From an optimization exercise on the open Yosys and OpenROAD flow, aimed at small area; shortcuts taken in it are not production practice.
Function was checked by simulation only, so behaviour that the tests miss may differ from the original.

==> inputs of run a <==
==> flow/design.v <==
module Compare_fp(
    output ge,
    input [31:0] a,
    input [31:0] b
);
    wire [31:0] c;
    assign c[0] = ~a[31];
    genvar i;
    generate for (i = 0; i < 31; i = i + 1) begin : g
        assign c[i+1] = (a[i] & ~b[i]) | ((a[i] | ~b[i]) & c[i]);
    end endgenerate
    assign ge = (a[31] ^ b[31]) ? ~a[31] : (c[31] ^ a[31]);
endmodule
module addSub(
    output [31:0] o,
    input  [31:0] a,
    input  [31:0] b,
    input         s
);
    wire as_ = a[31];
    wire bs_ = b[31] ^ s;
    wire [31:0] cc;
    assign cc[0] = 1'b0;
    genvar i;
    generate for (i = 0; i < 31; i = i + 1) begin : gc
        assign cc[i+1] = (b[i] & ~a[i]) | ((b[i] | ~a[i]) & cc[i]);
    end endgenerate
    wire swap = cc[31];
    wire [30:0] xm = swap ? b[30:0] : a[30:0];
    wire [30:0] ym = swap ? a[30:0] : b[30:0];
    wire xs = swap ? bs_ : as_;
    wire ys = swap ? as_ : bs_;
    wire [7:0] xe = xm[30:23];
    wire [7:0] ye = ym[30:23];
    wire [7:0] sh;
    wire shc;
    rca #(8) ush(.s(sh), .co(shc), .a(xe), .b(~ye), .ci(1'b1));
    wire far = (sh[7:5] != 3'b0) | (sh[4:3] == 2'b11);
    wire [23:0] y0 = {1'b1, ym[22:0]};
    wire [23:0] y1 = sh[0] ? {1'b0,  y0[23:1]} : y0;
    wire [23:0] y2 = sh[1] ? {2'b0,  y1[23:2]} : y1;
    wire [23:0] y3 = sh[2] ? {4'b0,  y2[23:4]} : y2;
    wire [23:0] y4 = sh[3] ? {8'b0,  y3[23:8]} : y3;
    wire [23:0] y5 = sh[4] ? {16'b0, y4[23:16]} : y4;
    wire [23:0] ya = far ? 24'b0 : y5;
    wire sub = xs ^ ys;
    wire [23:0] t;
    wire tc;
    rca #(24) uad(.s(t), .co(tc), .a({1'b1, xm[22:0]}), .b(ya ^ {24{sub}}), .ci(sub));
    wire [24:0] v0 = {tc & ~sub, t};
    wire z16 = (v0[24:9] == 16'b0);
    wire [24:0] v1 = z16 ? {v0[8:0], 16'b0} : v0;
    wire z8  = (v1[24:17] == 8'b0);
    wire [24:0] v2 = z8 ? {v1[16:0], 8'b0} : v1;
    wire z4  = (v2[24:21] == 4'b0);
    wire [24:0] v3 = z4 ? {v2[20:0], 4'b0} : v2;
    wire z2  = (v3[24:23] == 2'b0);
    wire [24:0] v4 = z2 ? {v3[22:0], 2'b0} : v3;
    wire z1  = ~v4[24];
    wire [24:0] v5 = z1 ? {v4[23:0], 1'b0} : v4;
    wire zero = ~v5[24];
    wire [4:0] lz = {z16, z8, z4, z2, z1};
    wire [7:0] k = 8'd1 - {3'b0, lz};
    wire [7:0] te;
    wire tec;
    rca #(8) uex(.s(te), .co(tec), .a(xe), .b(k), .ci(1'b0));
    assign o = zero ? 32'b0 : {xs, te, v5[23:1]};
endmodule
module srt_row(
    output [26:0] So,
    output [26:0] Co,
    output        qp,
    output        qn,
    input  [26:0] S,
    input  [26:0] C,
    input  [23:0] D
);
    wire [3:0] y;
    wire yc;
    rca #(4) ue(.s(y), .co(yc), .a(S[26:23]), .b(C[26:23]), .ci(1'b0));
    assign qp = ~y[3];
    assign qn = y[3] & ~(y[2] & y[1] & y[0]);
    wire [26:0] A = ({27{qp}} & ~{3'b000, D}) | ({27{qn}} & {3'b000, D});
    wire [26:0] s = S ^ C ^ A;
    wire [26:0] c = (S & C) | (S & A) | (C & A);
    assign So = {s[25:0], 1'b0};
    assign Co = {c[24:0], qp, 1'b0};
endmodule
module div(
    output [24:0] r,
    output [11:0] qp,
    output [11:0] qn,
    input  [26:0] in2r,
    input  [23:0] D
);
    wire [26:0] S [0:12];
    wire [26:0] C [0:12];
    assign S[0] = in2r;
    assign C[0] = 27'b0;
    genvar i;
    generate for (i = 0; i < 12; i = i + 1) begin : g
        srt_row u(.So(S[i+1]), .Co(C[i+1]), .qp(qp[11-i]), .qn(qn[11-i]),
                  .S(S[i]), .C(C[i]), .D(D));
    end endgenerate
    wire co;
    rca #(25) ucpa(.s(r), .co(co), .a(S[12][25:1]), .b(C[12][25:1]), .ci(1'b0));
endmodule
module rca #(parameter N = 8) (
    output [N-1:0] s,
    output         co,
    input  [N-1:0] a,
    input  [N-1:0] b,
    input          ci
);
    wire [N-1:0] p = a ^ b;
    wire [N-1:0] g = a & b;
    wire [N:0] c;
    assign c[0] = ci;
    genvar i;
    generate for (i = 0; i < N; i = i + 1) begin : g_c
        assign c[i+1] = g[i] | (p[i] & c[i]);
    end endgenerate
    assign s = p ^ c[N-1:0];
    assign co = c[N];
endmodule
module mul100(
    output [31:0] o,
    input  [31:0] a
);
    wire [23:0] m = {1'b1, a[22:0]};
    wire [28:0] t;
    wire [27:0] s9;
    wire c9;
    rca #(28) u1(.s(s9), .co(c9), .a({4'b0, m}), .b({1'b0, m, 3'b0}), .ci(1'b0));
    wire c25;
    rca #(29) u2(.s(t), .co(c25), .a({1'b0, s9}), .b({1'b0, m, 4'b0}), .ci(1'b0));
    wire hi = t[28];
    wire [7:0] e = a[30:23] + (hi ? 8'd7 : 8'd6);
    wire [22:0] f = hi ? t[27:5] : t[26:4];
    assign o = (a == 32'b0) ? 32'b0 : {a[31], e, f};
endmodule
module mul60(
    output [31:0] o,
    input  [31:0] a
);
    wire [23:0] m = {1'b1, a[22:0]};
    wire [27:0] t;
    wire co;
    rca #(28) u0(.s(t), .co(co), .a({m, 4'b0}), .b(~{4'b0, m}), .ci(1'b1));
    wire hi = t[27];
    wire [7:0] e = a[30:23] + (hi ? 8'd6 : 8'd5);
    wire [22:0] f = hi ? t[26:4] : t[25:3];
    assign o = (a == 32'b0) ? 32'b0 : {a[31], e, f};
endmodule
module Controler(
    output reg [2:0] State,
    input            reset,
    input            Clk
);
    always @(posedge Clk or negedge reset) begin
        if (reset == 0)
            State <= 3'd0;
        else if (State == 3'd6)
            State <= 3'd1;
        else if (State == 3'd7)
            State <= 3'd0;
        else
            State <= State + 3'd1;
    end
endmodule
module RGBtoHSV(
    output [31:0] H,
    output [31:0] S,
    output [31:0] V,
    output [31:0] S1,
    output [31:0] S2,
    output [31:0] Corner,
    output [31:0] Delta,
    output [31:0] Max,
    output [2:0]  State,
    input  [31:0] R,
    input  [31:0] G,
    input  [31:0] B,
    input         Clk,
    input         reset
);
    wire [2:0] st;
    Controler ctr(.State(st), .reset(reset), .Clk(Clk));
    assign State = st;
    wire s1 = (st == 3'd1);
    wire s2 = (st == 3'd2);
    wire s3 = (st == 3'd3);
    wire s4 = (st == 3'd4);
    wire s5 = (st == 3'd5);
    wire s6 = (st == 3'd6);
    wire s45 = s4 | s5;
    reg [31:0] rR, rG, rB;
    always @(posedge Clk) begin
        if (s1) begin
            rR <= R;
            rG <= G;
            rB <= B;
        end
    end
    wire geRG, geRB, geGB;
    Compare_fp cRG(.ge(geRG), .a(rR), .b(rG));
    Compare_fp cRB(.ge(geRB), .a(rR), .b(rB));
    Compare_fp cGB(.ge(geGB), .a(rG), .b(rB));
    wire mR = geRG & geRB;
    wire mG = ~mR & geGB;
    wire mB = ~mR & ~geGB;
    wire nB = geRB & geGB;
    wire nG = ~nB & geRG;
    wire nR = ~nB & ~geRG;
    wire [31:0] busMax = ({32{mR}} & rR) | ({32{mG}} & rG) | ({32{mB}} & rB);
    wire [31:0] cornerv = ({32{mG}} & 32'h42F00000) | ({32{mB}} & 32'h43700000);
    reg  [31:0] q1, q2, q3;
    wire aR = (s3 & mR) | (s45 & mB);
    wire aG = (s3 & mG) | (s45 & mR);
    wire aB = (s3 & mB) | (s45 & mG);
    wire aQ = s1 | s2;
    wire [31:0] busA = ({32{aR}} & rR) | ({32{aG}} & rG) | ({32{aB}} & rB) | ({32{aQ}} & q1);
    wire bR = (s3 & nR) | (s45 & mG);
    wire bG = (s3 & nG) | (s45 & mB);
    wire bB = (s3 & nB) | (s45 & mR);
    wire [31:0] busB = ({32{bR}} & rR) | ({32{bG}} & rG) | ({32{bB}} & rB)
                     | ({32{s1}} & cornerv) | ({32{s2}} & 32'h43B40000);
    wire [31:0] aso;
    addSub as0(.o(aso), .a(busA), .b(busB), .s(~aQ));
    wire [31:0] P;
    mul60 m60(.o(P), .a(aso));
    reg  [24:0] rem;
    reg  [10:0] exr;
    reg  [10:0] pst, nst;
    wire first = s1 | s3 | s5;
    wire [31:0] dvf = (s1 | s2) ? 32'h40233333 : ((s3 | s4) ? busMax : q3);
    wire [31:0] ddf = s1 ? busMax : (s3 ? aso : {exr[8:0], rem[22:0]});
    wire [23:0] fc;
    assign fc[0] = 1'b1;
    genvar i;
    generate for (i = 0; i < 23; i = i + 1) begin : gfc
        assign fc[i+1] = (ddf[i] & ~dvf[i]) | ((ddf[i] | ~dvf[i]) & fc[i]);
    end endgenerate
    wire ge = fc[23];
    wire [23:0] nm = {1'b1, ddf[22:0]};
    wire [26:0] in2r = first ? (ge ? {3'b000, nm} : {2'b00, nm, 1'b0})
                             : {rem[24], rem, 1'b0};
    wire [24:0] rnew;
    wire [11:0] qp, qn;
    div dv(.r(rnew), .qp(qp), .qn(qn), .in2r(in2r), .D({1'b1, dvf[22:0]}));
    wire isFF = (dvf[30:0] == 31'b0);
    wire isZ  = (ddf == 32'b0);
    wire [7:0] ex = ddf[30:23] + 8'd127 - dvf[30:23] - {7'b0, ~ge};
    always @(posedge Clk) begin
        rem <= s4 ? {2'b01, P[22:0]} : rnew;
        exr <= s4 ? {2'b00, P[31:23]} : {isFF, isZ, ddf[31] ^ dvf[31], ex};
        pst <= qp[10:0];
        nst <= qn[10:0];
    end
    wire [23:0] qv;
    wire qc;
    rca #(24) ucv(.s(qv), .co(qc), .a({1'b1, pst, qp}), .b(~{1'b0, nst, qn}), .ci(~rnew[24]));
    wire [31:0] divres = exr[10] ? 32'hFFFFFFFF : (exr[9] ? 32'b0 : {exr[8:0], qv[22:0]});
    always @(posedge Clk) begin
        if (s6)
            q1 <= divres;
        else if (s1)
            q1 <= aso;
        else if (s2)
            q1 <= (q1 == 32'hFFFFFFFF) ? 32'b0 : (q1[31] ? aso : q1);
        if (s3)
            q2 <= q3;
        else if (s4)
            q2 <= divres;
        if (s2)
            q3 <= divres;
        else if (s3)
            q3 <= aso;
    end
    assign Max    = busMax;
    assign S1     = busA;
    assign S2     = busB;
    assign Corner = cornerv;
    assign Delta  = q3;
    assign V      = q2;
    mul100 m100(.o(S), .a(q2));
    assign H      = q1;
endmodule
==> flow/run.sh <==
#!/bin/bash
# synth_recipe.tcl (not shown) runs the flow's synth.tcl, then flattens the netlist and writes it again
# the make line also repeats each setting of config.mk as NAME=value (left out here)
make -C /OpenROAD-flow-scripts/flow DESIGN_CONFIG=/design/flow/config.mk WORK_HOME=/design/flow/orfs CLKGATE_MAP_FILE= SYNTH_SCRIPT=/design/flow/synth_recipe.tcl finish
==> flow/config.mk <==
export PLATFORM = sky130hd
export DESIGN_NAME = RGBtoHSV
export DESIGN_NICKNAME = RGBtoHSV
export VERILOG_FILES = /design/flow/design.v
export SDC_FILE = /design/flow/constraint.sdc
export NUM_CORES = 8
export LEC_CHECK = 0
export ABC_AREA = 1
export CAP_MARGIN = 20
export CORE_MARGIN = 2
export CORE_UTILIZATION = 45
export CTS_BUF_LIST = sky130_fd_sc_hd__clkbuf_2 sky130_fd_sc_hd__clkbuf_4
export PLACE_DENSITY = 0.6
export SLEW_MARGIN = 20
==> flow/constraint.sdc <==
create_clock -name core_clock -period 100.0 [get_ports {Clk}]
set_input_delay 20.0000 -clock core_clock [delete_from_list [all_inputs] [get_ports {Clk}]]
set_output_delay 20.0000 -clock core_clock [all_outputs]
set_load 0.01 [all_outputs]
==> run b (differences from run a) <==
--- a/flow/design.v
+++ b/flow/design.v
@@ -261,21 +261,17 @@
     wire qc;
     rca #(24) ucv(.s(qv), .co(qc), .a({1'b1, pst, qp}), .b(~{1'b0, nst, qn}), .ci(~rnew[24]));
     wire [31:0] divres = exr[10] ? 32'hFFFFFFFF : (exr[9] ? 32'b0 : {exr[8:0], qv[22:0]});
+    wire [31:0] hsel = (q1 == 32'hFFFFFFFF) ? 32'b0 : (q1[31] ? aso : q1);
+    wire h1 = ~(s6 | s1 | s2);
+    wire h2 = ~(s3 | s4);
+    wire h3 = ~(s2 | s3);
+    wire [31:0] q1n = ({32{s6}} & divres) | ({32{s1}} & aso) | ({32{s2}} & hsel) | ({32{h1}} & q1);
+    wire [31:0] q2n = ({32{s3}} & q3) | ({32{s4}} & divres) | ({32{h2}} & q2);
+    wire [31:0] q3n = ({32{s2}} & divres) | ({32{s3}} & aso) | ({32{h3}} & q3);
     always @(posedge Clk) begin
-        if (s6)
-            q1 <= divres;
-        else if (s1)
-            q1 <= aso;
-        else if (s2)
-            q1 <= (q1 == 32'hFFFFFFFF) ? 32'b0 : (q1[31] ? aso : q1);
-        if (s3)
-            q2 <= q3;
-        else if (s4)
-            q2 <= divres;
-        if (s2)
-            q3 <= divres;
-        else if (s3)
-            q3 <= aso;
+        q1 <= q1n;
+        q2 <= q2n;
+        q3 <= q3n;
     end
     assign Max    = busMax;
     assign S1     = busA;
==> flow/flow/run.sh (new file) <==
#!/bin/bash
# Standard synthesis, then the combinational logic between the standard
# synthesis's registers, full adders and tie cells is mapped again by ABC for
# area (registers keep their names and cells), then the standard layout
# with sky130_fd_sc_hd__buf_1 as the port buffer.
set -euo pipefail
R=orfs/results/${FLOW_PLATFORM}/RGBtoHSV/base
LIB=${FLOW_HOME}/platforms/${FLOW_PLATFORM}/lib/sky130_fd_sc_hd__tt_025C_1v80.lib
bash standard.sh synth > synth.log 2>&1
cp $R/1_2_yosys.v $R/1_2_yosys.std.v
DU=$(sed -n '/^export DONT_USE_CELLS/,/^$/p' ${FLOW_HOME}/platforms/${FLOW_PLATFORM}/config.mk | grep -o 'sky130_fd_sc_hd__[a-z0-9_]*' | sed 's/^/-dont_use /' | tr '\n' ' ')
sed -e "s#@LIB@#${LIB}#g" -e "s#@IN@#$R/1_2_yosys.std.v#g" -e "s#@OUT@#$R/1_2_yosys.v#g" -e "s#@DU@#${DU}#g" \
    flow/resyn.ys.in > resyn.ys
yosys -s resyn.ys > resyn.log 2>&1
bash standard.sh "BUFFER_PORTS_ARGS=-buffer_cell sky130_fd_sc_hd__buf_1" finish > standard.log 2>&1
==> flow/flow/resyn.ys.in (new file) <==
read_liberty -ignore_miss_func @LIB@
read_verilog @IN@
hierarchy -top RGBtoHSV
blackbox sky130_fd_sc_hd__fa_1 sky130_fd_sc_hd__edfxtp_1 sky130_fd_sc_hd__dfxtp_1 sky130_fd_sc_hd__dfrtp_1 sky130_fd_sc_hd__conb_1
flatten
opt_clean
abc -liberty @LIB@ @DU@ -script +&get,-n;&st;&dch;&nf,-R,1000;&put;topo;dnsize
opt_clean -purge
stat -liberty @LIB@
write_verilog -noattr -noexpr -nohex -nodec @OUT@
==> flow/standard.sh (new file) <==
#!/bin/bash
# synth_recipe.tcl (not shown) runs the flow's synth.tcl, then flattens the netlist and writes it again
# the make line also repeats each setting of config.mk as NAME=value (left out here)
make -C /OpenROAD-flow-scripts/flow DESIGN_CONFIG=/design/flow/config.mk WORK_HOME=/design/flow/orfs CLKGATE_MAP_FILE= SYNTH_SCRIPT=/design/flow/synth_recipe.tcl "${@:-finish}"
Settings changed: CAP_MARGIN 20 to 10, CORE_UTILIZATION 45 to 60, CTS_BUF_LIST sky130_fd_sc_hd__clkbuf_2 sky130_fd_sc_hd__clkbuf_4 to sky130_fd_sc_hd__clkbuf_8, PLACE_DENSITY 0.6 to 0.7, SLEW_MARGIN 20 to 10.
removed: flow/run.sh
==> run c (differences from run a) <==
==> flow/flow/run.sh (new file) <==
#!/bin/bash
# Standard synthesis, then the combinational logic between the standard
# synthesis's registers, adders and tie cells is mapped again by ABC for
# area (registers keep their names and cells), then the standard layout
# with sky130_fd_sc_hd__buf_1 as the port buffer.
set -euo pipefail
R=orfs/results/${FLOW_PLATFORM}/RGBtoHSV/base
LIB=${FLOW_HOME}/platforms/${FLOW_PLATFORM}/lib/sky130_fd_sc_hd__tt_025C_1v80.lib
bash standard.sh synth > synth.log 2>&1
cp $R/1_2_yosys.v $R/1_2_yosys.std.v
DU=$(sed -n '/^export DONT_USE_CELLS/,/^$/p' ${FLOW_HOME}/platforms/${FLOW_PLATFORM}/config.mk | grep -o 'sky130_fd_sc_hd__[a-z0-9_]*' | sed 's/^/-dont_use /' | tr '\n' ' ')
sed -e "s#@LIB@#${LIB}#g" -e "s#@IN@#$R/1_2_yosys.std.v#g" -e "s#@OUT@#$R/1_2_yosys.v#g" -e "s#@DU@#${DU}#g" \
    flow/resyn.ys.in > resyn.ys
yosys -s resyn.ys > resyn.log 2>&1
bash standard.sh "BUFFER_PORTS_ARGS=-buffer_cell sky130_fd_sc_hd__buf_1" finish > standard.log 2>&1
==> flow/flow/resyn.ys.in (new file) <==
read_liberty -ignore_miss_func @LIB@
read_verilog @IN@
hierarchy -top RGBtoHSV
blackbox sky130_fd_sc_hd__fa_1 sky130_fd_sc_hd__ha_1 sky130_fd_sc_hd__edfxtp_1 sky130_fd_sc_hd__dfxtp_1 sky130_fd_sc_hd__dfrtp_1 sky130_fd_sc_hd__conb_1
flatten
opt_clean
abc -liberty @LIB@ @DU@ -script +&get,-n;&st;&dch;&nf,-R,1000;&put;topo;dnsize
opt_clean -purge
stat -liberty @LIB@
write_verilog -noattr -noexpr -nohex -nodec @OUT@
==> flow/standard.sh (new file) <==
#!/bin/bash
# synth_recipe.tcl (not shown) runs the flow's synth.tcl, then flattens the netlist and writes it again
# the make line also repeats each setting of config.mk as NAME=value (left out here)
make -C /OpenROAD-flow-scripts/flow DESIGN_CONFIG=/design/flow/config.mk WORK_HOME=/design/flow/orfs CLKGATE_MAP_FILE= SYNTH_SCRIPT=/design/flow/synth_recipe.tcl "${@:-finish}"
Settings changed: CTS_BUF_LIST sky130_fd_sc_hd__clkbuf_2 sky130_fd_sc_hd__clkbuf_4 to sky130_fd_sc_hd__clkbuf_8.
removed: flow/run.sh
==> impl_metrics.csv <==
group,metric,value,unit
outcome,status,"no timing/DRC/antenna violations",
finish,syn2layout_area_growth,14.72,%
synthesis,syn_area,0.03113,mm²
synthesis,syn_avg_cell_area,8.431,µm²
finish,post-route-util,52.08,%
synthesis,netlist_instances,3693,
die,die_w,267.0,µm
finish,layout.nets,4820,
finish,stdcell_area,0.03572,mm²
placement,hpwl,103600,µm
route,wl_met2,58850,µm
finish,fillers,6713,
min_path,hold_start,"ctr.State[0]$_DFF_PN0_",
global_route,grt.busiest_layer,"met2",
finish,clockBufferCount,50,
power_and_ir_drop,pg_comb,0.00000209,W
That was run c.
==> impl_metrics.csv <==
group,metric,value,unit
synthesis,syn_area,0.03007,mm²
global_route,grt.busiest_layer,"met1",
power_and_ir_drop,pg_comb,0.00000201,W
finish,fillers,4314,
finish,syn2layout_area_growth,13.69,%
outcome,status,"no timing/DRC/antenna violations",
finish,post-route-util,68.56,%
min_path,hold_start,"q3[11]$_DFF_P_",
placement,hpwl,102900,µm
finish,stdcell_area,0.03418,mm²
synthesis,netlist_instances,3778,
That was run b.
==> impl_metrics.csv <==
group,metric,value,unit
finish,post-route-util,52.17,%
route,wl_met2,70840,µm
synthesis,syn_avg_cell_area,7.417,µm²
synthesis,syn_area,0.03449,mm²
finish,fillers,7577,
power_and_ir_drop,pg_comb,0.00000455,W
outcome,status,"no timing/DRC/antenna violations",
die,die_w,280.8,µm
min_path,hold_start,"ctr.State[0]$_DFF_PN0_",
global_route,grt.busiest_layer,"met2",
That was run a.

[what the ideal ports hide]
In the flow no input, the clock included, has a driving cell. The finished layouts below were timed again as built, in two steps.
Step 1 sets driving cells, clkbuf_16 on the clock port and buf_2 on the other inputs (assumed; they add their load-dependent delay and slew).
Step 2 times the ports against the registers' clock, not the clock port: input delays grow and output delays shrink by t, the midpoint of the rising clock arrivals with the driver on.
Three values: ideal, step 1, step 2; two values: the first two.
run	t (ns)	slack for setup (ns)	worst setup path after step 2	latest minus earliest clock arrival (ns)	worst slew at a driven data input, ns
run a	0.904	17.316 / 17.316 / 17.316	register to register	0.104 / 0.104	0.13
run b	0.752	14.889 / 14.889 / 14.889	register to register	0.064 / 0.065	0.08
run c	0.734	10.462 / 10.462 / 10.462	register to register	0.043 / 0.043	0.09
After both steps every run listed still meets setup and hold.
